What follows belongs to an exercise in optimizing a design on an open flow for small area, a short achievable clock period and few clock cycles per item; a production flow would make more cautious choices. No functional check of the RTL was part of any run shown here.

==> design/flow/design.v <==
module CordicAccelerator(
  input         clock,
  input         reset,
  input         cmd_valid,
  output        cmd_ready,
  input  [6:0]  cmd_funct,
  input  [4:0]  cmd_rd,
  input  [63:0] cmd_rs1,
  input  [63:0] cmd_rs2,
  output        resp_valid,
  input         resp_ready,
  output [4:0]  resp_rd,
  output [63:0] resp_data,
  output        busy
);
  function [31:0] addc(input [31:0] a, input [31:0] b, input c);
    reg [31:0] g, p, gg, pp, gn, pn;
    integer k, l;
    begin
      g = a & b;
      p = a ^ b;
      gg = g;
      pp = p;
      gg[0] = g[0] | (p[0] & c);
      pp[0] = 1'b0;
      gg[1] = g[1] | (p[1] & ~(~a[0] | ~b[0])) | (p[1] & p[0] & c);
      pp[1] = 1'b0;
      for (l = 0; l < 5; l = l + 1) begin
        gn = gg;
        pn = pp;
        for (k = 2; k < 32; k = k + 1)
          if (k[l]) begin
            gn[k] = gg[k] | (pp[k] & gg[((k >> l) << l) - 1]);
            pn[k] = pp[k] & pp[((k >> l) << l) - 1];
          end
        gg = gn;
        pp = pn;
      end
      addc = p ^ {gg[30:0], c};
    end
  endfunction
  function [31:0] suby(input [31:0] a, input [31:0] b, input m);
    reg [31:0] g, p, gg, pp, gn, pn;
    integer k, l;
    begin
      g = a & (~b | {32{m}});
      p = ~(a ^ (b & ~{32{m}}));
      gg = g;
      pp = p;
      gg[0] = g[0] | p[0];
      pp[0] = 1'b0;
      gg[1] = g[1] | (p[1] & a[0] & (~b[0] | m)) | (p[1] & p[0]);
      pp[1] = 1'b0;
      for (l = 0; l < 5; l = l + 1) begin
        gn = gg;
        pn = pp;
        for (k = 2; k < 32; k = k + 1)
          if (k[l]) begin
            gn[k] = gg[k] | (pp[k] & gg[((k >> l) << l) - 1]);
            pn[k] = pp[k] & pp[((k >> l) << l) - 1];
          end
        gg = gn;
        pp = pn;
      end
      suby = p ^ {gg[30:0], 1'b1};
    end
  endfunction
  wire recirc;    
  wire [31:0] res;
  wire [4:0] end_rd;
  wire take;      
  assign cmd_ready = take;
  wire accept = cmd_valid & take;
  wire [31:0] z0 = cmd_rs2[31:0];
  wire z0_fits = (z0[31:17] == {15{z0[31]}});
  wire [17:0] zc0 = z0_fits ? z0[17:0] : {z0[31], {17{~z0[31]}}};
  wire d1 = z0[31];
  wire [17:0] zs2 = zc0 + (d1 ? 18'd51472 : -18'd51472);
  wire [16:0] z3 = (zs2[17:16] == {2{zs2[17]}}) ? zs2[16:0] : {zs2[17], {16{~zs2[17]}}};
  wire d6 = z0[31] ? ($signed(z0) < -32'sd51472) : ($signed(z0) < 32'sd51472);
  wire [31:0] x4 = cmd_rs1[31:0];
  wire [31:0] yt5 = ((cmd_rs1[31:0] ^ {32{d1}}) + {31'd0, d1}) ^ {32{~d6}};
  wire c2_7 = $signed(z0) < 32'sd81858;
  wire c2_8 = $signed(z0) < 32'sd21086;
  wire c2_9 = $signed(z0) < -32'sd21086;
  wire c2_10 = $signed(z0) < -32'sd81858;
  wire d11 = z0[31] ? (d6 ? c2_10 : c2_9) : (d6 ? c2_8 : c2_7);
  reg [31:0] p1_x, p1_y;
  reg [17:0] p1_z;
  reg p1_d1, p1_d2;
  reg [4:0] p1_rd;
  reg p1_fn, p1_dn, p1_v;
  always @(posedge clock) begin
    if (reset) p1_v <= 1'b0;
    else p1_v <= accept | recirc;
    p1_x <= recirc ? res : x4;
    p1_y <= recirc ? {32{~d6}} : yt5;
    p1_z <= zc0;
    p1_rd <= recirc ? end_rd : cmd_rd;
    p1_fn <= ~recirc & cmd_funct[0];
    p1_dn <= recirc;
    p1_d1 <= d6;
    p1_d2 <= d11;
  end
  wire [18:0] zk12 = p1_z[17] ? (p1_d1 ? (p1_d2 ? 19'sd97913 : 19'sd65803) : (p1_d2 ? 19'sd37141 : 19'sd5031)) : (p1_d1 ? (p1_d2 ? -19'sd5031 : -19'sd37141) : (p1_d2 ? -19'sd65803 : -19'sd97913));
  wire [18:0] zs13 = {p1_z[17], p1_z} + zk12;
  wire [31:0] ys16 = $signed(p1_y) >>> 1;
  wire [31:0] xs17 = $signed(p1_x) >>> 1;
  wire [31:0] x14 = addc(p1_x, ys16, ~p1_d1);
  wire [31:0] xg19 = xs17 & {32{~p1_dn}};
  wire [31:0] u18 = suby(p1_y, xs17, p1_dn);
  wire [31:0] yt15 = u18 ^ {32{p1_d1 ^ p1_d2}};
  reg [31:0] p2_x, p2_y;
  reg [4:0] p2_rd;
  reg p2_fn, p2_dn, p2_v;
  reg p2_d;
  reg [18:0] p2_z;
  always @(posedge clock) begin
    if (reset) p2_v <= 1'b0;
    else p2_v <= p1_v;
    p2_x <= x14;
    p2_y <= yt15;
    p2_rd <= p1_rd;
    p2_fn <= p1_fn;
    p2_dn <= p1_dn;
    p2_d <= p1_d2;
    p2_z <= zs13;
  end
  wire [18:0] zs20 = p2_z + (p2_z[18] ? 19'd8150 : -19'd8150);
  wire [13:0] z21 = (zs20[18:13] == {6{zs20[18]}}) ? zs20[13:0] : {zs20[18], {13{~zs20[18]}}};
  wire [31:0] ys24 = $signed(p2_y) >>> 2;
  wire [31:0] xs25 = $signed(p2_x) >>> 2;
  wire [31:0] x22 = addc(p2_x, ys24, ~p2_d);
  wire [31:0] xg27 = xs25 & {32{~p2_dn}};
  wire [31:0] u26 = suby(p2_y, xs25, p2_dn);
  wire [31:0] yt23 = u26 ^ {32{p2_d ^ p2_z[18]}};
  reg [31:0] p3_x, p3_y;
  reg [4:0] p3_rd;
  reg p3_fn, p3_dn, p3_v;
  reg p3_d;
  reg [13:0] p3_z;
  always @(posedge clock) begin
    if (reset) p3_v <= 1'b0;
    else p3_v <= p2_v;
    p3_x <= x22;
    p3_y <= yt23;
    p3_rd <= p2_rd;
    p3_fn <= p2_fn;
    p3_dn <= p2_dn;
    p3_d <= p2_z[18];
    p3_z <= z21;
  end
  wire [13:0] zs28 = p3_z + (p3_z[13] ? 14'd4091 : -14'd4091);
  wire [12:0] z29 = (zs28[13:12] == {2{zs28[13]}}) ? zs28[12:0] : {zs28[13], {12{~zs28[13]}}};
  wire [31:0] ys32 = $signed(p3_y) >>> 3;
  wire [31:0] xs33 = $signed(p3_x) >>> 3;
  wire [31:0] x30 = addc(p3_x, ys32, ~p3_d);
  wire [31:0] xg35 = xs33 & {32{~p3_dn}};
  wire [31:0] u34 = suby(p3_y, xs33, p3_dn);
  wire [31:0] yt31 = u34 ^ {32{p3_d ^ p3_z[13]}};
  reg [31:0] p4_x, p4_y;
  reg [4:0] p4_rd;
  reg p4_fn, p4_dn, p4_v;
  reg p4_d;
  reg [12:0] p4_z;
  always @(posedge clock) begin
    if (reset) p4_v <= 1'b0;
    else p4_v <= p3_v;
    p4_x <= x30;
    p4_y <= yt31;
    p4_rd <= p3_rd;
    p4_fn <= p3_fn;
    p4_dn <= p3_dn;
    p4_d <= p3_z[13];
    p4_z <= z29;
  end
  wire [12:0] zs36 = p4_z + (p4_z[12] ? 13'd2047 : -13'd2047);
  wire [11:0] z37 = (zs36[12:11] == {2{zs36[12]}}) ? zs36[11:0] : {zs36[12], {11{~zs36[12]}}};
  wire [31:0] ys40 = $signed(p4_y) >>> 4;
  wire [31:0] xs41 = $signed(p4_x) >>> 4;
  wire [31:0] x38 = addc(p4_x, ys40, ~p4_d);
  wire [31:0] xg43 = xs41 & {32{~p4_dn}};
  wire [31:0] u42 = suby(p4_y, xs41, p4_dn);
  wire [31:0] yt39 = u42 ^ {32{p4_d ^ p4_z[12]}};
  reg [31:0] p5_x, p5_y;
  reg [4:0] p5_rd;
  reg p5_fn, p5_dn, p5_v;
  reg p5_d;
  reg [11:0] p5_z;
  always @(posedge clock) begin
    if (reset) p5_v <= 1'b0;
    else p5_v <= p4_v;
    p5_x <= x38;
    p5_y <= yt39;
    p5_rd <= p4_rd;
    p5_fn <= p4_fn;
    p5_dn <= p4_dn;
    p5_d <= p4_z[12];
    p5_z <= z37;
  end
  wire [11:0] zs44 = p5_z + (p5_z[11] ? 12'd1024 : -12'd1024);
  wire [10:0] z45 = (zs44[11:10] == {2{zs44[11]}}) ? zs44[10:0] : {zs44[11], {10{~zs44[11]}}};
  wire [31:0] ys48 = $signed(p5_y) >>> 5;
  wire [31:0] xs49 = $signed(p5_x) >>> 5;
  wire [31:0] x46 = addc(p5_x, ys48, ~p5_d);
  wire [31:0] xg51 = xs49 & {32{~p5_dn}};
  wire [31:0] u50 = suby(p5_y, xs49, p5_dn);
  wire [31:0] yt47 = u50 ^ {32{p5_d ^ p5_z[11]}};
  reg [31:0] p6_x, p6_y;
  reg [4:0] p6_rd;
  reg p6_fn, p6_dn, p6_v;
  reg p6_d;
  reg [10:0] p6_z;
  always @(posedge clock) begin
    if (reset) p6_v <= 1'b0;
    else p6_v <= p5_v;
    p6_x <= x46;
    p6_y <= yt47;
    p6_rd <= p5_rd;
    p6_fn <= p5_fn;
    p6_dn <= p5_dn;
    p6_d <= p5_z[11];
    p6_z <= z45;
  end
  wire [10:0] zs52 = p6_z + (p6_z[10] ? 11'd512 : -11'd512);
  wire [9:0] z53 = (zs52[10:9] == {2{zs52[10]}}) ? zs52[9:0] : {zs52[10], {9{~zs52[10]}}};
  wire [31:0] ys56 = $signed(p6_y) >>> 6;
  wire [31:0] xs57 = $signed(p6_x) >>> 6;
  wire [31:0] x54 = addc(p6_x, ys56, ~p6_d);
  wire [31:0] xg59 = xs57 & {32{~p6_dn}};
  wire [31:0] u58 = suby(p6_y, xs57, p6_dn);
  wire [31:0] yt55 = u58 ^ {32{p6_d ^ p6_z[10]}};
  reg [31:0] p7_x, p7_y;
  reg [4:0] p7_rd;
  reg p7_fn, p7_dn, p7_v;
  reg p7_d;
  reg [9:0] p7_z;
  always @(posedge clock) begin
    if (reset) p7_v <= 1'b0;
    else p7_v <= p6_v;
    p7_x <= x54;
    p7_y <= yt55;
    p7_rd <= p6_rd;
    p7_fn <= p6_fn;
    p7_dn <= p6_dn;
    p7_d <= p6_z[10];
    p7_z <= z53;
  end
  wire [9:0] zs60 = p7_z + (p7_z[9] ? 10'd256 : -10'd256);
  wire [8:0] z61 = (zs60[9:8] == {2{zs60[9]}}) ? zs60[8:0] : {zs60[9], {8{~zs60[9]}}};
  wire [31:0] ys64 = $signed(p7_y) >>> 7;
  wire [31:0] xs65 = $signed(p7_x) >>> 7;
  wire [31:0] x62 = addc(p7_x, ys64, ~p7_d);
  wire [31:0] xg67 = xs65 & {32{~p7_dn}};
  wire [31:0] u66 = suby(p7_y, xs65, p7_dn);
  wire [31:0] yt63 = u66 ^ {32{p7_d ^ p7_z[9]}};
  reg [31:0] p8_x, p8_y;
  reg [4:0] p8_rd;
  reg p8_fn, p8_dn, p8_v;
  reg p8_d;
  reg [8:0] p8_z;
  always @(posedge clock) begin
    if (reset) p8_v <= 1'b0;
    else p8_v <= p7_v;
    p8_x <= x62;
    p8_y <= yt63;
    p8_rd <= p7_rd;
    p8_fn <= p7_fn;
    p8_dn <= p7_dn;
    p8_d <= p7_z[9];
    p8_z <= z61;
  end
  wire [8:0] zs68 = p8_z + (p8_z[8] ? 9'd128 : -9'd128);
  wire [7:0] z69 = (zs68[8:7] == {2{zs68[8]}}) ? zs68[7:0] : {zs68[8], {7{~zs68[8]}}};
  wire [31:0] ys72 = $signed(p8_y) >>> 8;
  wire [31:0] xs73 = $signed(p8_x) >>> 8;
  wire [31:0] x70 = addc(p8_x, ys72, ~p8_d);
  wire [31:0] xg75 = xs73 & {32{~p8_dn}};
  wire [31:0] u74 = suby(p8_y, xs73, p8_dn);
  wire [31:0] yt71 = u74 ^ {32{p8_d ^ p8_z[8]}};
  reg [31:0] p9_x, p9_y;
  reg [4:0] p9_rd;
  reg p9_fn, p9_dn, p9_v;
  reg p9_d;
  reg [7:0] p9_z;
  always @(posedge clock) begin
    if (reset) p9_v <= 1'b0;
    else p9_v <= p8_v;
    p9_x <= x70;
    p9_y <= yt71;
    p9_rd <= p8_rd;
    p9_fn <= p8_fn;
    p9_dn <= p8_dn;
    p9_d <= p8_z[8];
    p9_z <= z69;
  end
  wire [7:0] zs76 = p9_z + (p9_z[7] ? 8'd64 : -8'd64);
  wire [6:0] z77 = (zs76[7:6] == {2{zs76[7]}}) ? zs76[6:0] : {zs76[7], {6{~zs76[7]}}};
  wire [31:0] ys80 = $signed(p9_y) >>> 9;
  wire [31:0] xs81 = $signed(p9_x) >>> 9;
  wire [31:0] x78 = addc(p9_x, ys80, ~p9_d);
  wire [31:0] xg83 = xs81 & {32{~p9_dn}};
  wire [31:0] u82 = suby(p9_y, xs81, p9_dn);
  wire [31:0] yt79 = u82 ^ {32{p9_d ^ p9_z[7]}};
  reg [31:0] p10_x, p10_y;
  reg [4:0] p10_rd;
  reg p10_fn, p10_dn, p10_v;
  reg p10_d;
  reg [6:0] p10_z;
  always @(posedge clock) begin
    if (reset) p10_v <= 1'b0;
    else p10_v <= p9_v;
    p10_x <= x78;
    p10_y <= yt79;
    p10_rd <= p9_rd;
    p10_fn <= p9_fn;
    p10_dn <= p9_dn;
    p10_d <= p9_z[7];
    p10_z <= z77;
  end
  wire [6:0] zs84 = p10_z + (p10_z[6] ? 7'd32 : -7'd32);
  wire [5:0] z85 = (zs84[6:5] == {2{zs84[6]}}) ? zs84[5:0] : {zs84[6], {5{~zs84[6]}}};
  wire [31:0] ys88 = $signed(p10_y) >>> 10;
  wire [31:0] xs89 = $signed(p10_x) >>> 10;
  wire [31:0] x86 = addc(p10_x, ys88, ~p10_d);
  wire [31:0] xg91 = xs89 & {32{~p10_dn}};
  wire [31:0] u90 = suby(p10_y, xs89, p10_dn);
  wire [31:0] yt87 = u90 ^ {32{p10_d ^ p10_z[6]}};
  reg [31:0] p11_x, p11_y;
  reg [4:0] p11_rd;
  reg p11_fn, p11_dn, p11_v;
  reg p11_d;
  reg [5:0] p11_z;
  always @(posedge clock) begin
    if (reset) p11_v <= 1'b0;
    else p11_v <= p10_v;
    p11_x <= x86;
    p11_y <= yt87;
    p11_rd <= p10_rd;
    p11_fn <= p10_fn;
    p11_dn <= p10_dn;
    p11_d <= p10_z[6];
    p11_z <= z85;
  end
  wire [5:0] zs92 = p11_z + (p11_z[5] ? 6'd16 : -6'd16);
  wire [4:0] z93 = (zs92[5:4] == {2{zs92[5]}}) ? zs92[4:0] : {zs92[5], {4{~zs92[5]}}};
  wire [31:0] ys96 = $signed(p11_y) >>> 11;
  wire [31:0] xs97 = $signed(p11_x) >>> 11;
  wire [31:0] x94 = addc(p11_x, ys96, ~p11_d);
  wire [31:0] xg99 = xs97 & {32{~p11_dn}};
  wire [31:0] u98 = suby(p11_y, xs97, p11_dn);
  wire [31:0] yt95 = u98 ^ {32{p11_d ^ p11_z[5]}};
  reg [31:0] p12_x, p12_y;
  reg [4:0] p12_rd;
  reg p12_fn, p12_dn, p12_v;
  reg p12_d;
  reg [4:0] p12_z;
  always @(posedge clock) begin
    if (reset) p12_v <= 1'b0;
    else p12_v <= p11_v;
    p12_x <= x94;
    p12_y <= yt95;
    p12_rd <= p11_rd;
    p12_fn <= p11_fn;
    p12_dn <= p11_dn;
    p12_d <= p11_z[5];
    p12_z <= z93;
  end
  wire [4:0] zs100 = p12_z + (p12_z[4] ? 5'd8 : -5'd8);
  wire [3:0] z101 = (zs100[4:3] == {2{zs100[4]}}) ? zs100[3:0] : {zs100[4], {3{~zs100[4]}}};
  wire [31:0] ys104 = $signed(p12_y) >>> 12;
  wire [31:0] xs105 = $signed(p12_x) >>> 12;
  wire [31:0] x102 = addc(p12_x, ys104, ~p12_d);
  wire [31:0] xg107 = xs105 & {32{~p12_dn}};
  wire [31:0] u106 = suby(p12_y, xs105, p12_dn);
  wire [31:0] yt103 = u106 ^ {32{p12_d ^ p12_z[4]}};
  reg [31:0] p13_x, p13_y;
  reg [4:0] p13_rd;
  reg p13_fn, p13_dn, p13_v;
  reg p13_d;
  reg [3:0] p13_z;
  always @(posedge clock) begin
    if (reset) p13_v <= 1'b0;
    else p13_v <= p12_v;
    p13_x <= x102;
    p13_y <= yt103;
    p13_rd <= p12_rd;
    p13_fn <= p12_fn;
    p13_dn <= p12_dn;
    p13_d <= p12_z[4];
    p13_z <= z101;
  end
  wire [3:0] zs108 = p13_z + (p13_z[3] ? 4'd4 : -4'd4);
  wire [2:0] z109 = (zs108[3:2] == {2{zs108[3]}}) ? zs108[2:0] : {zs108[3], {2{~zs108[3]}}};
  wire [31:0] ys112 = $signed(p13_y) >>> 13;
  wire [31:0] xs113 = $signed(p13_x) >>> 13;
  wire [31:0] x110 = addc(p13_x, ys112, ~p13_d);
  wire [31:0] xg115 = xs113 & {32{~p13_dn}};
  wire [31:0] u114 = suby(p13_y, xs113, p13_dn);
  wire [31:0] yt111 = u114 ^ {32{p13_d ^ p13_z[3]}};
  reg [31:0] p14_x, p14_y;
  reg [4:0] p14_rd;
  reg p14_fn, p14_dn, p14_v;
  reg p14_d;
  reg [2:0] p14_z;
  always @(posedge clock) begin
    if (reset) p14_v <= 1'b0;
    else p14_v <= p13_v;
    p14_x <= x110;
    p14_y <= yt111;
    p14_rd <= p13_rd;
    p14_fn <= p13_fn;
    p14_dn <= p13_dn;
    p14_d <= p13_z[3];
    p14_z <= z109;
  end
  wire [2:0] zs116 = p14_z + (p14_z[2] ? 3'd2 : -3'd2);
  wire [1:0] z117 = (zs116[2:1] == {2{zs116[2]}}) ? zs116[1:0] : {zs116[2], {1{~zs116[2]}}};
  wire [31:0] ys120 = $signed(p14_y) >>> 14;
  wire [31:0] xs121 = $signed(p14_x) >>> 14;
  wire [31:0] x118 = addc(p14_x, ys120, ~p14_d);
  wire [31:0] xg123 = xs121 & {32{~p14_dn}};
  wire [31:0] u122 = suby(p14_y, xs121, p14_dn);
  wire [31:0] yt119 = u122 ^ {32{p14_d ^ p14_z[2]}};
  reg [31:0] p15_x, p15_y;
  reg [4:0] p15_rd;
  reg p15_fn, p15_dn, p15_v;
  reg p15_d;
  reg [1:0] p15_z;
  always @(posedge clock) begin
    if (reset) p15_v <= 1'b0;
    else p15_v <= p14_v;
    p15_x <= x118;
    p15_y <= yt119;
    p15_rd <= p14_rd;
    p15_fn <= p14_fn;
    p15_dn <= p14_dn;
    p15_d <= p14_z[2];
    p15_z <= z117;
  end
  wire [1:0] zs124 = p15_z + (p15_z[1] ? 2'd1 : -2'd1);
  wire z125 = zs124[1];
  wire [31:0] ys128 = $signed(p15_y) >>> 15;
  wire [31:0] xs129 = $signed(p15_x) >>> 15;
  wire [31:0] x126 = addc(p15_x, ys128, ~p15_d);
  wire [31:0] xg131 = xs129 & {32{~p15_dn}};
  wire [31:0] u130 = suby(p15_y, xs129, p15_dn);
  wire [31:0] yt127 = u130 ^ {32{p15_d ^ p15_z[1]}};
  reg [31:0] p16_x, p16_y;
  reg [4:0] p16_rd;
  reg p16_fn, p16_dn, p16_v;
  reg p16_d;
  reg p16_z;
  always @(posedge clock) begin
    if (reset) p16_v <= 1'b0;
    else p16_v <= p15_v;
    p16_x <= x126;
    p16_y <= yt127;
    p16_rd <= p15_rd;
    p16_fn <= p15_fn;
    p16_dn <= p15_dn;
    p16_d <= p15_z[1];
    p16_z <= z125;
  end
  wire [31:0] ys134 = $signed(p16_y) >>> 16;
  wire [31:0] xs135 = $signed(p16_x) >>> 16;
  wire [31:0] x132 = addc(p16_x, ys134, ~p16_d);
  wire [31:0] xg137 = xs135 & {32{~p16_dn}};
  wire [31:0] u136 = suby(p16_y, xs135, p16_dn);
  wire [31:0] yt133 = u136 ^ {32{p16_d ^ p16_z}};
  reg [31:0] p17_x, p17_y;
  reg [4:0] p17_rd;
  reg p17_fn, p17_dn, p17_v;
  reg p17_d;
  always @(posedge clock) begin
    if (reset) p17_v <= 1'b0;
    else p17_v <= p16_v;
    p17_x <= x132;
    p17_y <= yt133;
    p17_rd <= p16_rd;
    p17_fn <= p16_fn;
    p17_dn <= p16_dn;
    p17_d <= p16_z;
  end
  wire [31:0] ys140 = $signed(p17_y) >>> 17;
  wire [31:0] xs141 = $signed(p17_x) >>> 17;
  wire [31:0] x138 = addc(p17_x, ys140, ~p17_d);
  wire [31:0] xg143 = xs141 & {32{~p17_dn}};
  wire [31:0] u142 = suby(p17_y, xs141, p17_dn);
  wire [31:0] yt139 = u142 ^ {32{p17_d ^ p17_d}};
  reg [31:0] p18_x, p18_y;
  reg [4:0] p18_rd;
  reg p18_fn, p18_dn, p18_v;
  reg p18_d;
  always @(posedge clock) begin
    if (reset) p18_v <= 1'b0;
    else p18_v <= p17_v;
    p18_x <= x138;
    p18_y <= yt139;
    p18_rd <= p17_rd;
    p18_fn <= p17_fn;
    p18_dn <= p17_dn;
    p18_d <= p17_d;
  end
  wire [31:0] ys146 = $signed(p18_y) >>> 18;
  wire [31:0] xs147 = $signed(p18_x) >>> 18;
  wire [31:0] x144 = addc(p18_x, ys146, ~p18_d);
  wire [31:0] xg149 = xs147 & {32{~p18_dn}};
  wire [31:0] u148 = suby(p18_y, xs147, p18_dn);
  wire [31:0] yt145 = u148 ^ {32{p18_d ^ p18_d}};
  reg [31:0] p19_x, p19_y;
  reg [4:0] p19_rd;
  reg p19_fn, p19_dn, p19_v;
  reg p19_d;
  always @(posedge clock) begin
    if (reset) p19_v <= 1'b0;
    else p19_v <= p18_v;
    p19_x <= x144;
    p19_y <= yt145;
    p19_rd <= p18_rd;
    p19_fn <= p18_fn;
    p19_dn <= p18_dn;
    p19_d <= p18_d;
  end
  wire [31:0] ys152 = $signed(p19_y) >>> 19;
  wire [31:0] xs153 = $signed(p19_x) >>> 19;
  wire [31:0] x150 = addc(p19_x, ys152, ~p19_d);
  wire [31:0] xg155 = xs153 & {32{~p19_dn}};
  wire [31:0] u154 = suby(p19_y, xs153, p19_dn);
  wire [31:0] yt151 = u154 ^ {32{p19_d ^ p19_d}};
  reg [31:0] p20_x, p20_y;
  reg [4:0] p20_rd;
  reg p20_fn, p20_dn, p20_v;
  reg p20_d;
  always @(posedge clock) begin
    if (reset) p20_v <= 1'b0;
    else p20_v <= p19_v;
    p20_x <= x150;
    p20_y <= yt151;
    p20_rd <= p19_rd;
    p20_fn <= p19_fn;
    p20_dn <= p19_dn;
    p20_d <= p19_d;
  end
  wire [31:0] ys158 = $signed(p20_y) >>> 20;
  wire [31:0] xs159 = $signed(p20_x) >>> 20;
  wire [31:0] x156 = addc(p20_x, ys158, ~p20_d);
  wire [31:0] xg161 = xs159 & {32{~p20_dn}};
  wire [31:0] u160 = suby(p20_y, xs159, p20_dn);
  wire [31:0] yt157 = u160 ^ {32{p20_d ^ p20_d}};
  reg [31:0] p21_x, p21_y;
  reg [4:0] p21_rd;
  reg p21_fn, p21_dn, p21_v;
  reg p21_d;
  always @(posedge clock) begin
    if (reset) p21_v <= 1'b0;
    else p21_v <= p20_v;
    p21_x <= x156;
    p21_y <= yt157;
    p21_rd <= p20_rd;
    p21_fn <= p20_fn;
    p21_dn <= p20_dn;
    p21_d <= p20_d;
  end
  wire [31:0] ys164 = $signed(p21_y) >>> 21;
  wire [31:0] xs165 = $signed(p21_x) >>> 21;
  wire [31:0] x162 = addc(p21_x, ys164, ~p21_d);
  wire [31:0] xg167 = xs165 & {32{~p21_dn}};
  wire [31:0] u166 = suby(p21_y, xs165, p21_dn);
  wire [31:0] yt163 = u166 ^ {32{p21_d ^ p21_d}};
  reg [31:0] p22_x, p22_y;
  reg [4:0] p22_rd;
  reg p22_fn, p22_dn, p22_v;
  reg p22_d;
  always @(posedge clock) begin
    if (reset) p22_v <= 1'b0;
    else p22_v <= p21_v;
    p22_x <= x162;
    p22_y <= yt163;
    p22_rd <= p21_rd;
    p22_fn <= p21_fn;
    p22_dn <= p21_dn;
    p22_d <= p21_d;
  end
  wire [31:0] ys170 = $signed(p22_y) >>> 22;
  wire [31:0] xs171 = $signed(p22_x) >>> 22;
  wire [31:0] x168 = addc(p22_x, ys170, ~p22_d);
  wire [31:0] xg173 = xs171 & {32{~p22_dn}};
  wire [31:0] u172 = suby(p22_y, xs171, p22_dn);
  wire [31:0] yt169 = u172 ^ {32{p22_d ^ p22_d}};
  reg [31:0] p23_x, p23_y;
  reg [4:0] p23_rd;
  reg p23_fn, p23_dn, p23_v;
  reg p23_d;
  always @(posedge clock) begin
    if (reset) p23_v <= 1'b0;
    else p23_v <= p22_v;
    p23_x <= x168;
    p23_y <= yt169;
    p23_rd <= p22_rd;
    p23_fn <= p22_fn;
    p23_dn <= p22_dn;
    p23_d <= p22_d;
  end
  wire [31:0] ys176 = $signed(p23_y) >>> 23;
  wire [31:0] xs177 = $signed(p23_x) >>> 23;
  wire [31:0] x174 = addc(p23_x, ys176, ~p23_d);
  wire [31:0] xg179 = xs177 & {32{~p23_dn}};
  wire [31:0] u178 = suby(p23_y, xs177, p23_dn);
  wire [31:0] yt175 = u178 ^ {32{p23_d ^ p23_d}};
  reg [31:0] p24_x, p24_y;
  reg [4:0] p24_rd;
  reg p24_fn, p24_dn, p24_v;
  reg p24_d;
  always @(posedge clock) begin
    if (reset) p24_v <= 1'b0;
    else p24_v <= p23_v;
    p24_x <= x174;
    p24_y <= yt175;
    p24_rd <= p23_rd;
    p24_fn <= p23_fn;
    p24_dn <= p23_dn;
    p24_d <= p23_d;
  end
  wire [31:0] ys182 = $signed(p24_y) >>> 24;
  wire [31:0] xs183 = $signed(p24_x) >>> 24;
  wire [31:0] x180 = addc(p24_x, ys182, ~p24_d);
  wire [31:0] xg185 = xs183 & {32{~p24_dn}};
  wire [31:0] u184 = suby(p24_y, xs183, p24_dn);
  wire [31:0] yt181 = u184 ^ {32{p24_d ^ p24_d}};
  reg [31:0] p25_x, p25_y;
  reg [4:0] p25_rd;
  reg p25_fn, p25_dn, p25_v;
  reg p25_d;
  always @(posedge clock) begin
    if (reset) p25_v <= 1'b0;
    else p25_v <= p24_v;
    p25_x <= x180;
    p25_y <= yt181;
    p25_rd <= p24_rd;
    p25_fn <= p24_fn;
    p25_dn <= p24_dn;
    p25_d <= p24_d;
  end
  wire [31:0] ys188 = $signed(p25_y) >>> 25;
  wire [31:0] xs189 = $signed(p25_x) >>> 25;
  wire [31:0] x186 = addc(p25_x, ys188, ~p25_d);
  wire [31:0] xg191 = xs189 & {32{~p25_dn}};
  wire [31:0] u190 = suby(p25_y, xs189, p25_dn);
  wire [31:0] yt187 = u190 ^ {32{p25_d ^ p25_d}};
  reg [31:0] p26_x, p26_y;
  reg [4:0] p26_rd;
  reg p26_fn, p26_dn, p26_v;
  reg p26_d;
  always @(posedge clock) begin
    if (reset) p26_v <= 1'b0;
    else p26_v <= p25_v;
    p26_x <= x186;
    p26_y <= yt187;
    p26_rd <= p25_rd;
    p26_fn <= p25_fn;
    p26_dn <= p25_dn;
    p26_d <= p25_d;
  end
  wire [31:0] ys194 = $signed(p26_y) >>> 26;
  wire [31:0] xs195 = $signed(p26_x) >>> 26;
  wire [31:0] x192 = addc(p26_x, ys194, ~p26_d);
  wire [31:0] xg197 = xs195 & {32{~p26_dn}};
  wire [31:0] u196 = suby(p26_y, xs195, p26_dn);
  wire [31:0] yt193 = u196 ^ {32{p26_d ^ p26_d}};
  reg [31:0] p27_x, p27_y;
  reg [4:0] p27_rd;
  reg p27_fn, p27_dn, p27_v;
  reg p27_d;
  always @(posedge clock) begin
    if (reset) p27_v <= 1'b0;
    else p27_v <= p26_v;
    p27_x <= x192;
    p27_y <= yt193;
    p27_rd <= p26_rd;
    p27_fn <= p26_fn;
    p27_dn <= p26_dn;
    p27_d <= p26_d;
  end
  wire [31:0] ys200 = $signed(p27_y) >>> 27;
  wire [31:0] xs201 = $signed(p27_x) >>> 27;
  wire [31:0] x198 = addc(p27_x, ys200, ~p27_d);
  wire [31:0] xg203 = xs201 & {32{~p27_dn}};
  wire [31:0] u202 = suby(p27_y, xs201, p27_dn);
  wire [31:0] yt199 = u202 ^ {32{p27_d ^ p27_d}};
  reg [31:0] p28_x, p28_y;
  reg [4:0] p28_rd;
  reg p28_fn, p28_dn, p28_v;
  reg p28_d;
  always @(posedge clock) begin
    if (reset) p28_v <= 1'b0;
    else p28_v <= p27_v;
    p28_x <= x198;
    p28_y <= yt199;
    p28_rd <= p27_rd;
    p28_fn <= p27_fn;
    p28_dn <= p27_dn;
    p28_d <= p27_d;
  end
  wire [31:0] ys206 = $signed(p28_y) >>> 28;
  wire [31:0] xs207 = $signed(p28_x) >>> 28;
  wire [31:0] x204 = addc(p28_x, ys206, ~p28_d);
  wire [31:0] xg209 = xs207 & {32{~p28_dn}};
  wire [31:0] u208 = suby(p28_y, xs207, p28_dn);
  wire [31:0] yt205 = u208 ^ {32{p28_d ^ p28_d}};
  reg [31:0] p29_x, p29_y;
  reg [4:0] p29_rd;
  reg p29_fn, p29_dn, p29_v;
  reg p29_d;
  always @(posedge clock) begin
    if (reset) p29_v <= 1'b0;
    else p29_v <= p28_v;
    p29_x <= x204;
    p29_y <= yt205;
    p29_rd <= p28_rd;
    p29_fn <= p28_fn;
    p29_dn <= p28_dn;
    p29_d <= p28_d;
  end
  wire [31:0] ys212 = $signed(p29_y) >>> 29;
  wire [31:0] xs213 = $signed(p29_x) >>> 29;
  wire [31:0] x210 = addc(p29_x, ys212, ~p29_d);
  wire [31:0] xg215 = xs213 & {32{~p29_dn}};
  wire [31:0] u214 = suby(p29_y, xs213, p29_dn);
  wire [31:0] yt211 = u214 ^ {32{p29_d ^ p29_d}};
  reg [31:0] p30_x, p30_y;
  reg [4:0] p30_rd;
  reg p30_fn, p30_dn, p30_v;
  reg p30_d;
  always @(posedge clock) begin
    if (reset) p30_v <= 1'b0;
    else p30_v <= p29_v;
    p30_x <= x210;
    p30_y <= yt211;
    p30_rd <= p29_rd;
    p30_fn <= p29_fn;
    p30_dn <= p29_dn;
    p30_d <= p29_d;
  end
  wire [31:0] ys218 = $signed(p30_y) >>> 30;
  wire [31:0] xs219 = $signed(p30_x) >>> 30;
  wire [31:0] x216 = addc(p30_x, ys218, ~p30_d);
  wire [31:0] xg221 = xs219 & {32{~p30_dn}};
  wire [31:0] u220 = suby(p30_y, xs219, p30_dn);
  wire [31:0] yt217 = u220 ^ {32{p30_d ^ p30_d}};
  reg [31:0] p31_x, p31_y;
  reg [4:0] p31_rd;
  reg p31_fn, p31_dn, p31_v;
  reg p31_d;
  always @(posedge clock) begin
    if (reset) p31_v <= 1'b0;
    else p31_v <= p30_v;
    p31_x <= x216;
    p31_y <= yt217;
    p31_rd <= p30_rd;
    p31_fn <= p30_fn;
    p31_dn <= p30_dn;
    p31_d <= p30_d;
  end
  wire [31:0] y31 = p31_y ^ {32{~p31_d}};
  wire [31:0] exi = p31_x + 32'd1;
  wire [31:0] exn = ~p31_x + 32'd1;
  wire [31:0] exd = ~exn;   
  wire [31:0] eys = (p31_y + 32'd1) ^ {32{~p31_d}};
  wire [31:0] exs = p31_d ? exd : exi;
  assign res = p31_fn ? (p31_x[31] ? eys : y31) : (y31[31] ? exs : p31_x);
  assign end_rd = p31_rd;
  wire end_v = p31_v;
  reg [31:0] h_data;
  reg [4:0] h_rd;
  reg hv, busy_r;
  reg blocked;
  reg [4:0] wait_n;
  wire wait_0 = (wait_n == 5'd0);
  wire h_free = ~hv | resp_ready;
  wire push = end_v & h_free & (~blocked | wait_0);
  assign recirc = end_v & ~push;
  assign take = ~blocked & (~end_v | h_free);   
  wire hv_n = push | (hv & ~resp_ready);
  wire inflight_n = hv_n |
      (accept | recirc) |
      p1_v |
      p2_v |
      p3_v |
      p4_v |
      p5_v |
      p6_v |
      p7_v |
      p8_v |
      p9_v |
      p10_v |
      p11_v |
      p12_v |
      p13_v |
      p14_v |
      p15_v |
      p16_v |
      p17_v |
      p18_v |
      p19_v |
      p20_v |
      p21_v |
      p22_v |
      p23_v |
      p24_v |
      p25_v |
      p26_v |
      p27_v |
      p28_v |
      p29_v |
      p30_v;
  always @(posedge clock) begin
    if (reset) begin
      hv <= 1'b0;
      busy_r <= 1'b0;
      blocked <= 1'b0;
    end else begin
      hv <= hv_n;
      busy_r <= inflight_n;
      if (recirc & (~blocked | wait_0))
        blocked <= 1'b1;
      else if (push & blocked)
        blocked <= 1'b0;
    end
    if (recirc & (~blocked | wait_0))
      wait_n <= 5'd30;
    else
      wait_n <= wait_n - 5'd1;
    if (push) begin
      h_data <= res;
      h_rd <= end_rd;
    end
  end
  assign resp_valid = hv;
  assign resp_rd = h_rd;
  assign resp_data = {32'h0, h_data};
  assign busy = busy_r;
endmodule
==> design/flow/run.sh <==
#!/bin/bash
# synth_recipe.tcl (not shown) runs the flow's synth.tcl, then flattens the netlist and writes it again
# the make line also repeats each setting of config.mk as NAME=value (left out here)
make -C /OpenROAD-flow-scripts/flow DESIGN_CONFIG=/design/flow/config.mk WORK_HOME=/design/flow/orfs CLKGATE_MAP_FILE= SYNTH_SCRIPT=/design/flow/synth_recipe.tcl finish
==> design/flow/config.mk <==
export PLATFORM = sky130hd
export DESIGN_NAME = CordicAccelerator
export DESIGN_NICKNAME = CordicAccelerator
export VERILOG_FILES = /design/flow/design.v
export SDC_FILE = /design/flow/constraint.sdc
export NUM_CORES = 8
export LEC_CHECK = 0
export CAP_MARGIN = 20
export CORE_MARGIN = 2
export CORE_UTILIZATION = 60
export CTS_BUF_LIST = sky130_fd_sc_hd__clkbuf_8 sky130_fd_sc_hd__clkbuf_16
export CTS_CLUSTER_DIAMETER = 80
export CTS_CLUSTER_SIZE = 30
export GPL_ROUTABILITY_DRIVEN = 0
export SETUP_SLACK_MARGIN = 2.45
export SLEW_MARGIN = 20
==> design/flow/constraint.sdc <==
create_clock -name core_clock -period 6.0 [get_ports {clock}]
set_input_delay 1.2000 -clock core_clock [delete_from_list [all_inputs] [get_ports {clock}]]
set_output_delay 1.2000 -clock core_clock [all_outputs]
set_load 0.01 [all_outputs]
==> results_dict.tcl, run 1 <==
set metrics [dict create \
    core-area_mm2 0.227 \
    rsz0062_at_grt "yes" \
    cts_tree "yes" \
    dr.pass1.iters 6 \
    numPortBuffers 113 \
    reg2reg_depth 15 \
    min_period_ps 3550 \
    crit_chain "nand2b_4 > buf_4 > ha_4 > a21o_1 > nor2_2 > nand3_2 > a41oi_4 > o32ai_2 > buf_4 > o211a_1 > o211a_1 > a22o_1 > or4_4 > and2_4 > xor2_1" \
    cp-start-kind "flop" \
    vias 95841 \
    grt_pass1_vias 97138 \
    antenna_found_initial 6 \
    netlist_area_mm2 0.137 \
    worstPathMaxFanout 7 \
    avgViaCountPerCell 5.65 \
    cts_sinks 2450 \
    ys_warn_count 1 \
    drv_cap 0 \
    async_flop_share_pct 0 \
    synth_ff_type "dfxtp_1" \
    yosysSeqAreaShare_pct 36.0 \
    grt-ovfl-total 0 \
    rrSetupSlack_ps 2450 \
    crit_path_top_delay_cell "or4_4" \
    fp.dieW_um 482 \
    htreeDepth 4 \
    wl_per_cell_um 18.2 \
    grt_pass1_wl_um 491000 \
    synth_edf_count 37 \
    drt_iter0_markers 4578 \
    slew_headroom_pct 16.9 \
    skew_ps 37.6 \
    r2r_start "p22_dn$_DFF_P_" \
    finalMaxSlewViolations 0 \
    cts_buffer_depth 3 \
    status "complete, no violations" \
    core.rowCount 175 \
    clk_pin_slew_ps 100 \
    ant_nets 0 \
    fin_cells 16965 \
    final_layout_size_suffix_gt1_share_pct 6.40 \
    synth-seq-cells 2450 \
    grt_usage_pct 25.8 \
    crit_start "p22_dn$_DFF_P_" \
    drc 0 \
    final_nets 16191 \
    setup_viol 0 \
    numPlacedInstances 16581 \
    layout_common_cells "dfxtp_1 (2,357), ha_1 (1,909), xnor2_1 (1,558), a21oi_1 (887), a21o_1 (782)" \
    worstPathArrival_ps 4270 \
    synth_cells 13566 \
    ys_types 80 \
    dpl.hpwl_um 244000 \
    initial_core_util_pct 60.3 \
    cts_inserted_buffers 136 \
    timing.critical_path.slowest_cell_delay_ps 450 \
    root_buffer "clkbuf_16" \
    hold_viol 0 \
    n_fill_cell 18288 \
    utilization_pct 65.9 \
    clock.fmax_ghz 0.282 \
    min_path_cells 0 \
    routed_wl_um 308000 \
    final_common_cell "dfxtp_1" \
    worst_pin_slew_ps 1230 \
    avgSynthCellArea_um2 10.1 \
    critPathCapture "p23_y[30]$_DFF_P_" \
    die_h_um 482 \
    endpoint_kind "flop" \
    post-route-period-util_pct 59.2 \
    area_delta_synth_final_pct 9.23 \
    r2r-end "p23_y[30]$_DFF_P_" \
    grt_max_degree 57 \
    dieArea_mm2 0.232 \
    crit_type "flop to flop" \
    clkLatencyLatePin_ps 840 \
    required_ps 6720 \
    tns_ps 0 \
    holdCritPathClass "flop to flop" \
    io-pin-count 216 \
]
==> synth_stat cells (all sizes together) (134+ instances only) <==
master / number / area, µm²
o21ai: 383 / 1920
nor3: 193 / 966
o21bai: 134 / 1010
inv: 488 / 1830
nand3: 170 / 851
nor2: 594 / 2230
xnor2: 1560 / 13700
nand4: 134 / 838
nor2b: 279 / 1750
o21a: 192 / 1440
xor2: 745 / 6530
dfxtp: 2413 / 48300
nand2b: 597 / 3730
a21oi: 936 / 4680
nand2: 442 / 1660
ha: 1930 / 24100
a21o: 782 / 5870
fa: 274 / 5490
==> worst max-delay path: cells and delay by family, from the launching register on <==
| family | cells | cell delay [ps] |
|---|---|---|
| buf+inv | 2 | 360 |
| xor+xnor | 1 | 130 |
| flops | 1 | 390 |
| simple gates | 5 | 1020 |
| compound gates | 6 | 1320 |
| fa+ha+maj | 1 | 230 |
==> layout make-up <==
type | instances | area [µm²] | area share (%)
diodes | 9 | 22.5 | 0.0150
clock buffers | 143 | 3560 | 2.37
clock inverters | 99 | 1150 | 0.765
inverters | 490 | 1850 | 1.24
multi-input cells | 10487 | 87400 | 58.4
flip-flops and latches | 2450 | 49600 | 33.1
well taps | 3009 | 3760 | 2.51
repair buffers | 278 | 2470 | 1.65
==> timing repair <==
item,4_1_cts,5_1_grt
buffers inserted,35,86
hold buffers,0,0
setup endpoints to repair,374,220
cloned,9,2
pin swaps,32,65
resized for setup,204,242
==> routing by layer <==
metal | track usage (%) | part of all wire, %
met5 | 0 | 0
met4 | 7.22 | 2.9
met3 | 2.86 | 3.7
met2 | 44.6 | 48
met1 | 34.1 | 46
==> per-stage QoR <==
step | worst slack (ps) | hold slack (ps) | cell area, µm²
3_5_place_dp | 1470 | 312 | 142000
3_3_place_gp | 1500 | 310 | 142000
2_1_floorplan | 2450 | 310 | 137000
6_report | 2450 | 324 | 150000
5_1_grt | 2290 | 316 | 150000
4_1_cts | 2360 | 321 | 148000
==> worst min path at each step <==
| stage | from | to | slack (ps) |
|---|---|---|---|
| finish | p10_rd[1]$_DFF_P_ | p11_rd[1]$_DFF_P_ | 320 |
| global route | p10_rd[1]$_DFF_P_ | p11_rd[1]$_DFF_P_ | 320 |
| CTS | p10_rd[1]$_DFF_P_ | p11_rd[1]$_DFF_P_ | 320 |
| detailed placement | p30_rd[3]$_DFF_P_ | p31_rd[3]$_DFF_P_ | 310 |
| global placement | p10_z[0]$_DFF_P_ | p11_z[0]$_DFF_P_ | 310 |
| floorplan | p9_fn$_DFF_P_ | p10_fn$_DFF_P_ | 310 |
==> kinds of logic (layout without fill, tap and decap cells) <==
logic type,count (synthesis),after routing,share of synthesized area [%]
compound gates,2994,2994,14.2
simple gates,2895,2905,11.1
flops,2450,2450,36.0
xor+xnor,2305,2305,14.7
fa+ha+maj,2204,2204,21.6
buf+inv,670,1010,1.92
mux,47,47,0.365
other cells,1,41,0.00274
==> run 2, diff against run 1 <==
==> design/flow/config.mk (replaced) <==
export PLATFORM = sky130hd
export DESIGN_NAME = CordicAccelerator
export DESIGN_NICKNAME = CordicAccelerator
export VERILOG_FILES = /design/flow/design.v
export SDC_FILE = /design/flow/constraint.sdc
export NUM_CORES = 8
export LEC_CHECK = 0
export CAP_MARGIN = 20
export CORE_MARGIN = 2
export CORE_UTILIZATION = 60
export CTS_BUF_LIST = sky130_fd_sc_hd__clkbuf_16
export CTS_CLUSTER_DIAMETER = 70
export CTS_CLUSTER_SIZE = 36
export GPL_ROUTABILITY_DRIVEN = 0
export SETUP_SLACK_MARGIN = 2.5
export SLEW_MARGIN = 20
==> results_dict.tcl, run 2 <==
set metrics [dict create \
    status "complete, no violations" \
    vias 96096 \
    htreeDepth 4 \
    cts_sinks 2450 \
    path_depth 8 \
    clkLatencyLatePin_ps 850 \
    post-route-period-util_pct 58.4 \
    synth_ff_type "dfxtp_1" \
    drc 0 \
    ys_warn_count 1 \
    dpl_worst_slack_ps 1270 \
    numPortBuffers 113 \
    endpoint_kind "flop" \
    synth.top_cell.area_share_pct 35.2 \
    finalMaxSlewViolations 0 \
    cts_buffer_depth 3 \
    cts_hold_buf 0 \
    critPathCapture "p1_x[20]$_DFF_P_" \
    grt_pass1_vias 97419 \
    path_buf_inv 0 \
    avgSynthCellArea_um2 10.1 \
    crit_type "flop to flop" \
    worstPathMaxFanout 5 \
    r2r-end "p1_x[20]$_DFF_P_" \
    tns_ps 0 \
    netlist_area_mm2 0.137 \
    fp.dieW_um 482 \
    die_h_um 482 \
    regArea_mm2 0.0496 \
    timing.critical_path.slowest_cell_delay_ps 450 \
    grt_usage_pct 25.6 \
    antenna_found_initial 19 \
    cts_inserted_buffers 152 \
    holdCritPathClass "flop to flop" \
    core.rowCount 175 \
    n_fill_cell 17939 \
    grt_pass1_wl_um 488000 \
    crit_path_top_delay_cell "or4_4" \
    cts_tree "yes" \
    cp-start-kind "flop" \
    reg2reg_depth 8 \
    final_layout_size_suffix_gt1_share_pct 6.97 \
    crit_chain "or2_2 > or4_4 > or2_2 > o31ai_4 > o21ai_0 > xor2_1 > o21ai_0 > mux2_2" \
    fin_cells 17016 \
    crit_family "simple AND/OR/NAND/NOR gates" \
    skew_ps 55.0 \
    area_delta_synth_final_pct 10.3 \
    clk_pin_slew_ps 110 \
    r2r_start "p31_x[2]$_DFF_P_" \
    root_buffer "clkbuf_16" \
    fin_ws_ps 2500 \
    routed_wl_um 306000 \
    synth.most_common_cell "dfxtp_1" \
    min_period_ps 3500 \
    crit_start "p31_x[2]$_DFF_P_" \
    synth_commonest_cells "dfxtp_1 (2,413), ha_1 (1,930), xnor2_1 (1,560), a21oi_1 (936), a21o_1 (782)" \
    dr.pass1.iters 6 \
    final_common_cell "dfxtp_1" \
    slew_headroom_pct 25.9 \
    worstPathArrival_ps 4200 \
    numPlacedInstances 16578 \
    rrSetupSlack_ps 2500 \
    ys_types 80 \
    required_ps 6700 \
    drt_iter0_markers 4709 \
    dieArea_mm2 0.232 \
    holdWs_ps 303 \
    worst_pin_slew_ps 1110 \
    synth_top_area_cell "dfxtp_1" \
    wl_per_cell_um 18.0 \
    yosysSeqAreaShare_pct 36.0 \
    synth_edf_count 37 \
    dpl.hpwl_um 241000 \
    async_flop_share_pct 0 \
    ant_nets 0 \
    core-area_mm2 0.227 \
    multi_input_comb_area_mm2 0.0878 \
    synth-seq-cells 2450 \
    initial_core_util_pct 60.3 \
    drv_cap 0 \
    synth_area_leaders "dfxtp_1 (35%), ha_1 (18%), xnor2_1 (10%), xor2_1 (4.8%), a21o_1 (4.3%)" \
    io-pin-count 216 \
    avgViaCountPerCell 5.65 \
    final_nets 16220 \
    grt_max_degree 57 \
    clock.fmax_ghz 0.285 \
    rsz0062_at_grt "yes" \
    layout_common_cells "dfxtp_1 (2,354), ha_1 (1,906), xnor2_1 (1,557), a21oi_1 (875), a21o_1 (782)" \
    grt-ovfl-total 0 \
    setup_viol 0 \
    hold_viol 0 \
    synth_cells 13566 \
]
-- run 2: cell counts after synthesis --
Identical to the previous run, type by type.
-- run 2: repair_timing --
action | CTS | global route
setup buffers | 53 | 81
cloned | 8 | 7
pin swaps | 47 | 67
endpoints found under the setup margin | 468 | 233
resized for setup | 261 | 232
-- run 2: how the worst min path moves through the flow --
stage	start	endpoint	slack [ps]	cells after the start
global route	p5_rd[3]$_DFF_P_	p6_rd[3]$_DFF_P_	300	0
detailed placement	p5_z[4]$_DFF_P_	p6_z[4]$_DFF_P_	310	0
CTS	p5_rd[3]$_DFF_P_	p6_rd[3]$_DFF_P_	300	0
finish	p5_rd[3]$_DFF_P_	p6_rd[3]$_DFF_P_	300	0
global placement	p14_rd[0]$_DFF_P_	p15_rd[0]$_DFF_P_	310	0
floorplan	p9_fn$_DFF_P_	p10_fn$_DFF_P_	310	0
-- run 2: per-stage QoR --
step | util (%) | area, µm²
final | 66.5 | 151000
after floorplan | - | 137000
after CTS | 65.7 | 149000
after global routing | 66.5 | 151000
after global placement | 62.5 | 142000
after detailed placement | 62.5 | 142000
-- run 2: area by class of cell --
class | count | area share (%)
multi-input combinational | 10492 | 58.0
sequential | 2450 | 32.8
clock buffer | 160 | 2.65
tap | 3009 | 2.49
timing repair buffer | 286 | 1.70
inverter | 490 | 1.22
clock inverter | 120 | 1.11
antenna | 9 | 0.0149
-- run 2: cell families after synthesis --
group	share of synthesized area, %
AOI/OAI and AO/OA	14.2
xor gates and xnor gates	14.7
adders and majority gates	21.6
buffers and inverters	1.92
DFF	36.0
muxes	0.365
other	0.00274
and+or+nand+nor	11.1
-- run 2: per-layer routing --
metal	up-vias	track usage (%)	wire length (µm)
met5	-	0	25
li1	48136	-	-
met2	1380	44.2	146000
met1	46144	33.8	140000
met4	4	6.48	7810
met3	432	3.13	12300
==> run 3, diff against run 2 <==
--- a/design/flow/design.v
+++ b/design/flow/design.v
@@ -742,35 +742,31 @@
     p30_dn <= p29_dn;
     p30_d <= p29_d;
   end
-  wire [31:0] ys218 = $signed(p30_y) >>> 30;
-  wire [31:0] xs219 = $signed(p30_x) >>> 30;
-  wire [31:0] x216 = addc(p30_x, ys218, ~p30_d);
-  wire [31:0] xg221 = xs219 & {32{~p30_dn}};
-  wire [31:0] u220 = suby(p30_y, xs219, p30_dn);
-  wire [31:0] yt217 = u220 ^ {32{p30_d ^ p30_d}};
-  reg [31:0] p31_x, p31_y;
-  reg [4:0] p31_rd;
-  reg p31_fn, p31_dn, p31_v;
-  reg p31_d;
-  always @(posedge clock) begin
-    if (reset) p31_v <= 1'b0;
-    else p31_v <= p30_v;
-    p31_x <= x216;
-    p31_y <= yt217;
-    p31_rd <= p30_rd;
-    p31_fn <= p30_fn;
-    p31_dn <= p30_dn;
-    p31_d <= p30_d;
-  end
-  wire [31:0] y31 = p31_y ^ {32{~p31_d}};
-  wire [31:0] exi = p31_x + 32'd1;
-  wire [31:0] exn = ~p31_x + 32'd1;
-  wire [31:0] exd = ~exn;   
-  wire [31:0] eys = (p31_y + 32'd1) ^ {32{~p31_d}};
-  wire [31:0] exs = p31_d ? exd : exi;
-  assign res = p31_fn ? (p31_x[31] ? eys : y31) : (y31[31] ? exs : p31_x);
-  assign end_rd = p31_rd;
-  wire end_v = p31_v;
+  wire [31:0] y30 = p30_y ^ {32{~p30_d}};
+  wire [31:0] em = p30_fn ? y30 : p30_x;
+  wire [31:0] eo = p30_fn ? p30_x : y30;
+  wire etn = ~(p30_fn ^ p30_d);   
+  wire [3:0] em2 = {{2{em[31]}}, em[31:30]};
+  wire [3:0] eo2 = {{2{eo[31]}}, eo[31:30]};
+  wire [3:0] ev = etn ? em2 : -em2;
+  wire [3:0] es3 = {2'b00, eo[1:0]} + ev;
+  wire o_all1 = &eo[30:2];
+  wire o_all0 = ~|eo[30:2];
+  wire esgn = eo[31] ^ (~es3[3] & es3[2] & o_all1) ^ (es3[3] & o_all0);
+  wire [3:0] eq0 = eo2;
+  wire [3:0] eq1 = eo2 - 4'd1;
+  wire [3:0] ee0 = p30_dn ? 4'd0 : (etn ? -eq0 : eq0);
+  wire [3:0] ee1 = p30_dn ? 4'd0 : (etn ? -eq1 : eq1);
+  wire [3:0] es4_0 = {2'b00, em[1:0]} + ee0;
+  wire [3:0] es4_1 = {2'b00, em[1:0]} + ee1;
+  wire [3:0] es4 = esgn ? es4_1 : es4_0;
+  wire [29:0] emh = em[31:2];
+  wire [29:0] emhp = emh + 30'd1;
+  wire [29:0] emhn = ~emh + 30'd1;
+  wire [29:0] emhm = ~emhn;   
+  assign res = {es4[3] ? emhm : (es4[2] ? emhp : emh), es4[1:0]};
+  assign end_rd = p30_rd;
+  wire end_v = p30_v;
   reg [31:0] h_data;
   reg [4:0] h_rd;
   reg hv, busy_r;
@@ -812,8 +808,7 @@
       p26_v |
       p27_v |
       p28_v |
-      p29_v |
-      p30_v;
+      p29_v;
   always @(posedge clock) begin
     if (reset) begin
       hv <= 1'b0;
@@ -828,7 +823,7 @@
         blocked <= 1'b0;
     end
     if (recirc & (~blocked | wait_0))
-      wait_n <= 5'd30;
+      wait_n <= 5'd29;
     else
       wait_n <= wait_n - 5'd1;
     if (push) begin
--- a/design/flow/config.mk
+++ b/design/flow/config.mk
@@ -8,9 +8,9 @@
 export CAP_MARGIN = 20
 export CORE_MARGIN = 2
 export CORE_UTILIZATION = 60
-export CTS_BUF_LIST = sky130_fd_sc_hd__clkbuf_16
-export CTS_CLUSTER_DIAMETER = 70
-export CTS_CLUSTER_SIZE = 36
+export CTS_BUF_LIST = sky130_fd_sc_hd__clkbuf_8 sky130_fd_sc_hd__clkbuf_16
+export CTS_CLUSTER_DIAMETER = 80
+export CTS_CLUSTER_SIZE = 30
 export GPL_ROUTABILITY_DRIVEN = 0
-export SETUP_SLACK_MARGIN = 2.5
+export SETUP_SLACK_MARGIN = 2.6
 export SLEW_MARGIN = 20
==> results_dict.tcl, run 3 <==
set metrics [dict create \
    cts_buffer_depth 3 \
    drv_cap 0 \
    skew_ps 41.7 \
    async_flop_share_pct 0 \
    finalMaxSlewViolations 0 \
    antenna_found_initial 9 \
    holdCritPathClass "flop to flop" \
    core-area_mm2 0.223 \
    rrSetupSlack_ps 600 \
    final_nets 16323 \
    clkLatencyLatePin_ps 850 \
    synth_cells 13635 \
    hold_viol 0 \
    worstPathArrival_ps 6150 \
    required_ps 6750 \
    n_fill_cell 17313 \
    dieArea_mm2 0.228 \
    cp-start-kind "flop" \
    status "complete, no violations" \
    ys_warn_count 1 \
    tns_ps 0 \
    synth_area_leaders "dfxtp_1 (35%), ha_1 (17%), xnor2_1 (9.4%), xor2_1 (4.1%), fa_1 (4.0%)" \
    critPathCapture "p1_x[28]$_DFF_P_" \
    cts_hold_buf 0 \
    grt_max_degree 59 \
    ys_types 86 \
    grt_pass1_vias 98180 \
    ant_nets 0 \
    crit_chain "xor2_2 > nor2_1 > a21oi_2 > ha_1 > mux2i_1 > ha_1 > a31oi_2 > or4_4 > o22ai_4 > nand2_1 > o21ai_1 > nand2_1 > o21ai_1 > nor2_1 > ha_1 > a21o_1 > a211oi_2 > and4_1 > mux2_4 > or2_4 > or4_4 > a32oi_2 > xnor2_2 > mux2_4" \
    post-route-period-util_pct 90.0 \
    synth_top_area_cell "dfxtp_1" \
    holdWs_ps 303 \
    netlist_area_mm2 0.135 \
    final_common_cell "dfxtp_1" \
    die_h_um 478 \
    synth-seq-cells 2378 \
    synth_edf_count 37 \
    cts_inserted_buffers 136 \
    drc 0 \
    min_period_ps 5400 \
    synth.most_common_cell "dfxtp_1" \
    r2r-end "p1_x[28]$_DFF_P_" \
    area_delta_synth_final_pct 12.0 \
    worst_pin_slew_ps 1110 \
    endpoint_kind "flop" \
    routed_wl_um 319000 \
    root_buffer "clkbuf_16" \
    clk_pin_slew_ps 110 \
    final_layout_size_suffix_gt1_share_pct 9.36 \
    numPortBuffers 113 \
    hp-start "p23_fn$_DFF_P_" \
    crit_path_frequent_cell "ha_1" \
    grt-ovfl-total 0 \
    avgSynthCellArea_um2 9.87 \
    htreeDepth 4 \
    grt_pass1_wl_um 507000 \
    initial_core_util_pct 60.4 \
    vias 98168 \
    worstPathMaxFanout 8 \
    synth_commonest_cells "dfxtp_1 (2,341), ha_1 (1,873), xnor2_1 (1,451), nor2_1 (908), a21oi_1 (813)" \
    clock.fmax_ghz 0.185 \
    crit_type "flop to flop" \
    dpl.hpwl_um 247000 \
    timing.critical_path.slowest_cell_delay_ps 570 \
    grt_usage_pct 27.0 \
    core.rowCount 173 \
    yosysSeqAreaShare_pct 35.6 \
    rsz0062_at_grt "yes" \
    setup_viol 0 \
    reg2reg_depth 24 \
    io-pin-count 216 \
    synth.top_cell.area_share_pct 34.8 \
    synth_ff_type "dfxtp_1" \
    avgViaCountPerCell 5.73 \
    crit_path_top_delay_cell "or4_4" \
    wl_per_cell_um 18.6 \
    cts_sinks 2378 \
    slew_headroom_pct 23.5 \
    crit_start "p30_d$_DFF_P_" \
    layout_common_cells "dfxtp_1 (2,264), ha_1 (1,811), xnor2_1 (1,438), nor2_1 (895), a21oi_1 (735)" \
    drt_iter0_markers 5845 \
    cts_tree "yes" \
    dr.pass1.iters 8 \
    r2r_start "p30_d$_DFF_P_" \
    fp.dieW_um 478 \
]
run 3: routing by layer:
| layer | track usage [%] | up-vias | share of wire [%] |
|---|---|---|---|
| met3 | 2.91 | 393 | 4.5 |
| met5 | 0 | - | 0 |
| met1 | 38.1 | 47169 | 48 |
| met2 | 44.7 | 1922 | 46 |
| li1 | - | 48684 | - |
| met4 | 5.75 | 0 | 2.0 |
run 3: final cells by class:
class,count,area (µm²),area share (%)
Multi-Input combinational cell,10619,88600,58.8
Clock buffer,141,3480,2.31
Timing Repair Buffer,406,3500,2.32
Tap cell,2975,3720,2.47
Clock inverter,107,1320,0.876
Sequential cell,2378,48200,32.0
Inverter,499,1880,1.25
Antenna cell,6,15.0,0.00996
run 3: per-stage QoR:
stage | instance area (µm²) | util, % | std cells | setup slack (ps)
finish | 151000 | 67.7 | 17131 | 602
global route | 151000 | 67.7 | 17128 | 457
CTS | 148000 | 66.4 | 16996 | 783
detailed placement | 140000 | 62.7 | 16623 | 413
global placement | 140000 | 62.7 | 16623 | 429
floorplan | 135000 | - | 13666 | 891
run 3: worst max-delay path, delay by kind of cell, from the launching register on:
| kind | cells | cell delay, ps |
|---|---|---|
| compound gates | 8 | 1140 |
| xor+xnor | 2 | 320 |
| fa+ha+maj | 3 | 710 |
| flops | 1 | 480 |
| mux | 3 | 790 |
| simple gates | 8 | 1880 |
run 3: cells by family (layout without fill, tap and decap cells):
family,after synthesis,count (layout),synth area share [%]
AO/OA/AOI/OAI,2801,2801,13.6
XOR/XNOR,2083,2083,13.6
adder cells (fa/ha/maj),2140,2140,21.4
buffers and inverters,680,1153,2.00
flip-flops,2378,2378,35.6
multiplexers,67,67,0.525
other,1,38,0.00279
AND/OR/NAND/NOR,3485,3496,13.3
run 3: worst min-delay path by stage:
| stage | end | slack (ps) | depth (start not counted) |
|---|---|---|---|
| 3_3_place_gp | p7_z[0]$_DFF_P_ | 310 | 0 |
| 4_1_cts | p24_fn$_DFF_P_ | 300 | 0 |
| 6_report | p24_fn$_DFF_P_ | 300 | 0 |
| 2_1_floorplan | p30_fn$_DFF_P_ | 310 | 0 |
| 5_1_grt | p24_fn$_DFF_P_ | 310 | 0 |
| 3_5_place_dp | p29_rd[1]$_DFF_P_ | 310 | 0 |
run 3: timing repair:
action,4_1_cts,5_1_grt
buffers inserted,120,122
cloned,5,7
pin swaps,124,210
gates resized for setup,507,413
endpoints found under the setup margin,609,401
endpoints found under the hold margin,0,0
==> run 4, diff against run 3 <==
--- a/design/flow/config.mk
+++ b/design/flow/config.mk
@@ -12,5 +12,5 @@
 export CTS_CLUSTER_DIAMETER = 80
 export CTS_CLUSTER_SIZE = 30
 export GPL_ROUTABILITY_DRIVEN = 0
-export SETUP_SLACK_MARGIN = 2.6
+export SETUP_SLACK_MARGIN = 2.5
 export SLEW_MARGIN = 20
==> results_dict.tcl, run 4 <==
set metrics [dict create \
    root_buffer "clkbuf_16" \
    htreeDepth 4 \
    hold_viol 0 \
    avgViaCountPerCell 5.72 \
    grt_pass1_wl_um 505000 \
    initial_core_util_pct 60.4 \
    grt_pass1_vias 98475 \
    synth_ff_type "dfxtp_1" \
    status "complete, no violations" \
    slew_headroom_pct 20.5 \
    skew_ps 40.5 \
    cts_tree "yes" \
    synth_area_leaders "dfxtp_1 (35%), ha_1 (17%), xnor2_1 (9.4%), xor2_1 (4.1%), fa_1 (4.0%)" \
    die_h_um 478 \
    drc 0 \
    regArea_mm2 0.0482 \
    clk_pin_slew_ps 110 \
    synth_cells 13635 \
    dr.pass1.iters 6 \
    placed_area_mm2 0.140 \
    area_delta_synth_final_pct 10.9 \
    setup_viol 0 \
    worstPathMaxFanout 6 \
    drt_iter0_markers 5428 \
    cts_buffer_depth 3 \
    ant_nets 0 \
    required_ps 6740 \
    cts_inserted_buffers 137 \
    clkLatencyLatePin_ps 840 \
    grt_usage_pct 26.8 \
    worst_pin_slew_ps 1160 \
    final_common_cell "dfxtp_1" \
    fin_ws_ps 607 \
    synth_edf_count 37 \
    async_flop_share_pct 0 \
    dieArea_mm2 0.228 \
    core.rowCount 173 \
    min_period_ps 5390 \
    multi_input_comb_area_mm2 0.0877 \
    wl_per_cell_um 18.5 \
    synth-seq-cells 2378 \
    synth_commonest_cells "dfxtp_1 (2,341), ha_1 (1,873), xnor2_1 (1,451), nor2_1 (908), a21oi_1 (813)" \
    cp-start-kind "flop" \
    ys_warn_count 1 \
    avgSynthCellArea_um2 9.87 \
    grt-ovfl-total 0 \
    tns_ps 0 \
    endpoint_kind "flop" \
    yosysSeqAreaShare_pct 35.6 \
    worstPathArrival_ps 6140 \
    io-pin-count 216 \
    final_layout_size_suffix_gt1_share_pct 7.97 \
    cts_hold_buf 0 \
    post-route-period-util_pct 89.9 \
    netlist_area_mm2 0.135 \
    numPortBuffers 113 \
    routed_wl_um 316000 \
    crit_type "flop to flop" \
    vias 97532 \
    dpl_worst_slack_ps 489 \
    dpl.hpwl_um 247000 \
    fp.dieW_um 478 \
    antenna_found_initial 9 \
    ys_types 86 \
    synth.top_cell.area_share_pct 34.8 \
    synth_top_area_cell "dfxtp_1" \
    synth.most_common_cell "dfxtp_1" \
    cts_sinks 2378 \
    core-area_mm2 0.223 \
    layout_common_cells "dfxtp_1 (2,279), ha_1 (1,838), xnor2_1 (1,438), nor2_1 (897), a21oi_1 (753)" \
    final_nets 16252 \
    stdcell_area_mm2 0.149 \
    drv_cap 0 \
    finalMaxSlewViolations 0 \
    rsz0062_at_grt "yes" \
    grt_max_degree 48 \
    n_fill_cell 17486 \
    clock.fmax_ghz 0.185 \
    holdCritPathClass "flop to flop" \
]
-- run 4: cell counts after synthesis --
No cell type changed its count.
-- run 4: area by class of cell --
cell class,instances,area share [%]
diodes,5,0.00838
clock buffers,143,2.36
clock inverters,108,0.886
inverters,499,1.26
multi-input cells,10612,58.7
flip-flops and latches,2378,32.3
well taps,2975,2.49
repair buffers,341,2.02
-- run 4: what timing repair did --
action	CTS	global route
setup buffers	99	69
gates cloned	5	0
gates resized for setup	413	312
setup endpoints to repair	530	371
pin swaps	121	135
-- run 4: final timing paths --
kind	from	endpoint	slack, ps	cells past startpoint
setup / recovery	p30_d$_DFF_P_	p1_x[28]$_DFF_P_	610	24
hold / removal	p12_rd[2]$_DFF_P_	p13_rd[2]$_DFF_P_	320	0
setup reg to reg	p30_d$_DFF_P_	p1_x[28]$_DFF_P_	610	24
hold reg to reg	p12_rd[2]$_DFF_P_	p13_rd[2]$_DFF_P_	320	0
-- run 4: critical path: stages (launching register included) --
cell	delay [ps]
dfxtp_4	380
xor2_2	180
nor2_1	150
a21oi_2	60
ha_1	270
mux2i_1	80
ha_1	340
a31oi_4	100
or4_4	560
o22ai_4	250
nor2_1	90
a21oi_1	170
o21ai_1	90
nor2_1	130
ha_1	250
a21o_1	220
a211oi_2	210
nand3_1	130
mux2i_2	280
buf_4	200
o21ai_2	70
or3_4	390
a32oi_2	290
xnor2_2	130
mux2_4	300
-- run 4: metrics by stage --
stage	cells	hold WS, ps	util (%)
3_3_place_gp	16632	310	62.7
5_1_grt	17057	328	67.0
4_1_cts	16987	322	66.1
2_1_floorplan	13666	310	-
6_report	17061	317	67.0
3_5_place_dp	16632	312	62.7
-- run 4: logic make-up (layout without fill, tap and decap cells) --
group | count (synthesis) | after routing | share of synthesized area (%)
muxes | 67 | 67 | 0.525
and+or+nand+nor | 3485 | 3489 | 13.3
adders and majority gates | 2140 | 2140 | 21.4
AOI/OAI and AO/OA | 2801 | 2801 | 13.6
xor gates and xnor gates | 2083 | 2083 | 13.6
buffers and inverters | 680 | 1091 | 2.00
DFF | 2378 | 2378 | 35.6
other | 1 | 37 | 0.00279
-- run 4: layer usage --
layer	global-route usage, %	up-vias	share of wire, %
li1	-	48560	-
met3	3.35	472	4.1
met1	36.4	46782	47
met5	0	-	0.0041
met4	6.53	2	2.4
met2	45.3	1716	47

==> separate check: timing with driven ports <==
No port has a modelled driver above. Below, the same layouts with a new extraction and two added sets of constraints. Step 1, drivers: a clkbuf_16 drives clock and a buf_2 each remaining input, both assumed. Step 2 also shifts input and output timing later by t, the mid clock arrival at the registers, as if the neighbouring blocks saw the same clock. Slacks: ideal ports / drivers / drivers and shift; pairs: ideal ports / drivers.
run | shift t [ns] | setup slack, ns | worst setup path after step 2 | worst data-port slew with drivers (ns)
run 1 | 0.918 | 2.451 / 2.451 / 1.753 | input to register | 0.06
run 2 | 0.907 | 2.496 / 2.496 / 1.763 | input to register | 0.05
run 3 | 0.914 | 0.602 / 0.602 / 0.602 | register to register | 0.08
run 4 | 0.919 | 0.607 / 0.607 / 0.607 | register to register | 0.06
After both steps setup and hold are still met in every run listed. For run 2, which loses most, drivers alone change the setup slack by 0.000 ns; drivers and shift together by -0.733 ns.
